What follows belongs to an exercise in optimizing a design on an open flow for small area and a short achievable clock period; a production flow would make more cautious choices.
Function was checked by simulation only, so behaviour that the tests miss may differ from the original.
Power is estimated from default activity; no workload was simulated.

==> flow/design.v, too long to show whole: its modules and the start of the top module <==
// module cu_top: 70 lines
// module regfile: 38 lines
// module crossbar: 67 lines
// module alu: 345 lines
// module alu_fadd: 42 lines
// module multiplier: 219 lines
// module mul17: 1541 lines
// module shifter: 74 lines
module cu_top 	#(parameter RF_DATASIZE=16, ADDRESS_WIDTH=4, SIGNAL_WIDTH=3)
		(
			input wire clk, reset, stall,
			input wire  ps_cu_trunc, ps_cu_float, 
			input wire ps_mul_en,ps_mul_otreg,
			input wire[3:0] ps_mul_dtsts,
			input wire[1:0] ps_mul_cls, ps_mul_sc,
			output wire mul_ps_mv, mul_ps_mn, mul_ps_mu, mul_ps_mi,
			input wire[(SIGNAL_WIDTH-1):0]ps_xb_w_cuEn,
			input wire ps_xb_w_bcEn,
			input wire[(ADDRESS_WIDTH-1):0] ps_xb_raddx, ps_xb_raddy, ps_xb_wadd,
			input wire [RF_DATASIZE-1:0] bc_dt,
			output wire [RF_DATASIZE-1:0] xb_dtx,	
			input wire ps_shf_en,
			input wire [1:0] ps_shf_cls,
			output wire shf_ps_sv, shf_ps_sz,
			input wire ps_alu_en,
			input wire [1:0]ps_alu_hc, ps_alu_sc2,
			input wire [2:0]ps_alu_sc1,
			input wire ps_alu_sat, ps_alu_ci, 
			output wire alu_ps_az, alu_ps_an, alu_ps_ac, alu_ps_av, alu_ps_au, alu_ps_as, alu_ps_ai,
			output wire alu_ps_compd
		);
  // ...
==> flow/run.sh <==
#!/bin/bash
# synth_recipe.tcl (not shown) runs the flow's synth.tcl, then flattens the netlist and writes it again
# the make line also repeats each setting of config.mk as NAME=value (left out here)
make -C /OpenROAD-flow-scripts/flow DESIGN_CONFIG=/design/flow/config.mk WORK_HOME=/design/flow/orfs CLKGATE_MAP_FILE= SYNTH_SCRIPT=/design/flow/synth_recipe.tcl finish
==> flow/config.mk <==
export PLATFORM = sky130hd
export DESIGN_NAME = cu_top
export DESIGN_NICKNAME = cu_top
export VERILOG_FILES = /design/flow/design.v
export SDC_FILE = /design/flow/constraint.sdc
export NUM_CORES = 4
export LEC_CHECK = 0
export CAP_MARGIN = 60
export CORE_MARGIN = 2
export CORE_UTILIZATION = 35
export PLACE_DENSITY = 0.55
export SLEW_MARGIN = 60
==> flow/constraint.sdc <==
create_clock -name core_clock -period 28.0 [get_ports {clk}]
set_input_delay 5.6000 -clock core_clock [delete_from_list [all_inputs] [get_ports {clk}]]
set_output_delay 5.6000 -clock core_clock [all_outputs]
set_load 0.01 [all_outputs]
==> impl_metrics.env, run 1 <==
export IMPL_signal_buffer_area_fraction_pct=4.56
export IMPL_floorplan_initialDensity_pct=35.1
export IMPL_clock_sinks=508
export IMPL_clock_fmax_mhz=59.4
export IMPL_multi_input_comb_area_sq_um=44800
export IMPL_pwr_density_cell_nw_per_um2=147
export IMPL_yosys_cell_count_top_type="nor2_1"
export IMPL_layout_nets=8153
export IMPL_vias_in_the_first_global_route=61500
export IMPL_stdcell_count=9955
export IMPL_synth_area_in_compound_gates_pct=26.3
export IMPL_buffers_excl_clock=370
export IMPL_area_share_sequential_pct=20.3
export IMPL_synthesis_instances=7626
export IMPL_setup_worst_path_class="input pin to register"
export IMPL_register_area_sq_um=14000
export IMPL_grt_overflow=0
export IMPL_tap_cells=2325
export IMPL_timing_hold_worst_endpoint="mul_obj.mx[10]"
export IMPL_ios=90
export IMPL_design_die_area_sq_um=177000
export IMPL_tritoncts_num_buffers=59
export IMPL_placed_area_sq_um=66300
export IMPL_num_multi_input_gates=6135
export IMPL_cellLeakagePower_nw=27.1
export IMPL_run_status="finished clean"
export IMPL_layout_area_overhead_vs_synth_pct=13.1
export IMPL_dpl_hpwl_microns=231000
export IMPL_dpl_worst_slack_ns=10.32
==> run 2, diff against run 1 <==
--- a/flow/config.mk
+++ b/flow/config.mk
@@ -6,7 +6,7 @@
 export NUM_CORES = 4
 export LEC_CHECK = 0
-export CAP_MARGIN = 60
+export CAP_MARGIN = 20
 export CORE_MARGIN = 2
 export CORE_UTILIZATION = 35
 export PLACE_DENSITY = 0.55
-export SLEW_MARGIN = 60
+export SLEW_MARGIN = 20
==> run 2 against run 1 <==
Final cell count decreased by 0.45%. Combinational power fell by 2%. Largest power group unchanged. Non-clock buffer count down 39. First-iteration DRC count is 3.3% higher. Die area is the same.
==> impl_metrics.env, run 2 <==
export IMPL_placeable_core_area_sq_um=173000
export IMPL_synth_top_area_share_pct=12.6
export IMPL_tritoncts_clock_tree="done"
export IMPL_synth_flop_cell="edfxtp_1"
export IMPL_drv_cap=0
export IMPL_run_status="finished clean"
export IMPL_cp_data_required_time_ns=28.57
export IMPL_cts_repair_resize_count=0
export IMPL_portBuffers=89
export IMPL_route_detailed_wl_per_inst_microns=30.5
export IMPL_finalInstanceArea_sq_um=66900
export IMPL_post_route_util_pct=38.6
export IMPL_cellLeakagePower_nw=26.5
export IMPL_critPathMostFrequentCell="fa_1"
export IMPL_floorplan_initialDensity_pct=35.1
export IMPL_final_layout_size_suffix_gt1_share_pct=8.64
export IMPL_clock_fmax_mhz=55.0
export IMPL_largest_reg_by_ff_count="rf_obj.regfile"
export IMPL_grt_antenna_before_repair=5
export IMPL_synth_area_in_compound_gates_pct=26.3
export IMPL_postCtsSetupBuffers=0
export IMPL_worst_path_arrival_ns=18.75
export IMPL_timing_rr_start="alu_obj.alu_sc1[2]"
export IMPL_worst_slew_pin_transition_ns=1.21
export IMPL_worst_hold_path_num_cells=1
export IMPL_vias=63700
export IMPL_fin_setup_tns_ns=0
export IMPL_grt_overflow=0
export IMPL_dpl_hpwl_microns=229000
export IMPL_timing_hold_worst_endpoint="mul_obj.mx[10]"
export IMPL_peakVddDrop_v=0.00104
export IMPL_synth_xor_area_share_pct=5.37
export IMPL_final_min_period_over_clock_period_pct=64.9
export IMPL_avgSynthCellArea_sq_um=7.99
export IMPL_postRouteAntennaNets=0
export IMPL_timing_critical_path_slowest_stage_cell="a21oi_1"
export IMPL_top_regs="rf_obj.regfile x256, mul_obj.mr40_data x40, mul_obj.P x32"
export IMPL_timing_critical_path_from_type="register"
export IMPL_drc_markers=0
export IMPL_hold_buffers=0
export IMPL_cts_max_level=2
export IMPL_synth_ff_latch_count=508
export IMPL_hold_viol=0
export IMPL_grt_start_max_net_pins=73
export IMPL_critPathCaptureType="register"
export IMPL_initialDrtViolationCount=8469
export IMPL_rsz0062_at_grt="no"
export IMPL_hold_slack_ns=0.462
export IMPL_clk_transition_reported_paths_ns=0.07
export IMPL_layout_cells_most_common="nor2_1"
export IMPL_synthesis_instances=7626
export IMPL_reg2reg_slack_ns=9.82
export IMPL_critPathLaunch="alu_obj.alu_sc1[2]"
export IMPL_logic_depth_of_the_worst_register_to_register_path=50
export IMPL_setup_worst_path_class="register to register"
export IMPL_ios=90
export IMPL_grt_usage_pct=32.7
export IMPL_syn_area_sq_um=60900
export IMPL_synth_warnings=6
export IMPL_drt_pre_antenna_iters=9
export IMPL_pwr_density_cell_nw_per_um2=148
export IMPL_layout_nets=8112
export IMPL_clock_sinks=508
export IMPL_tritoncts_num_buffers=57
export IMPL_post_synth_main_area_contributors="edfxtp_1, dfrtp_1, fa_1"
export IMPL_first_pass_grt_wire_length_microns=434000
export IMPL_detail_route_vias_per_cell=6.43
export IMPL_synth_cell_types=130
export IMPL_final_slew_viol_count=0
export IMPL_vias_in_the_first_global_route=60700
export IMPL_top_library_cells_by_usage_in_the_layout_fill_and_taps_aside="nor2_1, nand2_1, inv_1"
export IMPL_synth_enable_flop_cells=256
export IMPL_async_flop_share_pct=48.6
export IMPL_setup_viol=0
export IMPL_synthAdderAreaFrac_pct=13.7
export IMPL_synth_yosys_seq_area_share_pct=22.9
export IMPL_yosys_cell_count_top_type="nor2_1"
export IMPL_gpl_final_weighted_congestion=1.03
export IMPL_hold_path_class="register to register"
export IMPL_yosys_area_top_type="edfxtp_1"
export IMPL_design_die_area_sq_um=177000
export IMPL_regToRegEndpoint="mul_obj.P[31]"
export IMPL_dpl_worst_slack_ns=9.40
export IMPL_slowest_delay_ns=0.93
export IMPL_largest_register_ffs=256
export IMPL_hp_start="mul_obj.mx[10]"
export IMPL_route_final_wire_length_microns=302000
export IMPL_max_fo_critical_path=24
export IMPL_row_count=153
export IMPL_synthSimpleGateAreaFrac_pct=20.7
export IMPL_synth_area_mux_share_pct=4.66
export IMPL_max_clock_path_buffers=3
export IMPL_synth_top_cells_by_count="nor2_1, nand2_1, inv_1"
export IMPL_height_of_the_die_microns=421
export IMPL_layout_area_overhead_vs_synth_pct=9.86
export IMPL_placed_area_sq_um=64900
export IMPL_finalCriticalPeriod_ns=18.18
export IMPL_cts_root_buf="clkbuf_16"
export IMPL_finalClockSkew_ns=0.0875
export IMPL_synth_top_family_by_area="compound AO/OA/AOI/OAI gates"
export IMPL_worst_skew_pair_late_latency_ns=0.74
export IMPL_die_x_microns=421
export IMPL_maxSlewHeadroom_pct=19.3
export IMPL_layout_setup_ws_ns=9.82
run 2: power breakdown:
group	switching, mW	internal, mW	total (mW)
registers	0.223	1.03	1.25
logic	5.00	2.83	7.83
clock network	0.370	0.454	0.824
total	5.59	4.31	9.90
run 2: stage by stage:
stage	instances	total power, mW
2_1_floorplan	7631	6.36
3_3_place_gp	9800	8.95
3_5_place_dp	9800	8.96
4_1_cts	9907	9.84
5_1_grt	9909	10.7
6_report	9910	9.90
run 2: worst max-delay path, delay by kind of cell (launching register included):
family	cells	cell delay, ns
buffers and inverters	5	1.10
AO/OA/AOI/OAI	20	6.01
multiplexers	2	0.65
flip-flops	1	0.82
AND/OR/NAND/NOR	12	4.48
adder cells (fa/ha/maj)	8	3.61
XOR/XNOR	3	1.32
run 2: worst max path at each step:
stage,end,slack (ns)
5_1_grt,mul_obj.P[31],8.88
3_5_place_dp,mul_obj.P[31],9.40
4_1_cts,mul_obj.P[31],10.03
2_1_floorplan,mul_obj.P[31],12.46
3_3_place_gp,mul_obj.P[31],9.53
6_report,mul_obj.P[31],9.82
run 2: logic make-up (layout without fill, tap and decap cells):
family | Yosys count | after routing
other | 2 | 9
XOR/XNOR | 365 | 365
AO/OA/AOI/OAI | 2347 | 2347
adder cells (fa/ha/maj) | 517 | 517
multiplexers | 242 | 242
flip-flops | 508 | 508
buffers and inverters | 988 | 940
AND/OR/NAND/NOR | 2657 | 2657
run 2: cell type report:
class                      count  area (sq um)
clock buffer                  67          1490
inverter                     502          1880
fill                       17900        107000
multi-input combinational   6135         43400
timing repair buffer         331          2710
sequential                   508         14000
antenna                        2          5.00
clock inverter                40           508
tap                         2325          2910
run 2: routing by layer:
metal / vias to the layer above / track usage (%) / wire [microns]
met5: - / 0 / 0
met4: 0 / 21.2 / 23900
met3: 931 / 5.94 / 26600
met2: 3768 / 51.4 / 134000
met1: 31200 / 41.1 / 117000
li1: 27800 / - / -

==> separate check: timing with driven ports <==
Ports are ideal in the flow. The routed layouts listed here were re-timed in OpenROAD.
Step 1: set_driving_cell puts a clkbuf_16 on clk and a buf_2 on each other input, an assumption about the parent block.
Step 2, shift: input delay + t, output delay - t, t = (earliest + latest rising clock arrival at the registers) / 2. This alone moves slack from input paths to output paths.
a / b / c = ideal ports / drivers / drivers and shift; a / b = the first two.
run	t, ns	slack for setup (ns)	worst data-port slew with drivers (ns)
run 1	0.785	11.158 / 11.218 / 10.433	0.05
run 2	0.779	9.825 / 9.825 / 9.650	0.05
After both steps every run listed still meets setup and hold. The setup slack of run 1, which loses most, moves by +0.060 ns with the drivers and by -0.725 ns with both steps.
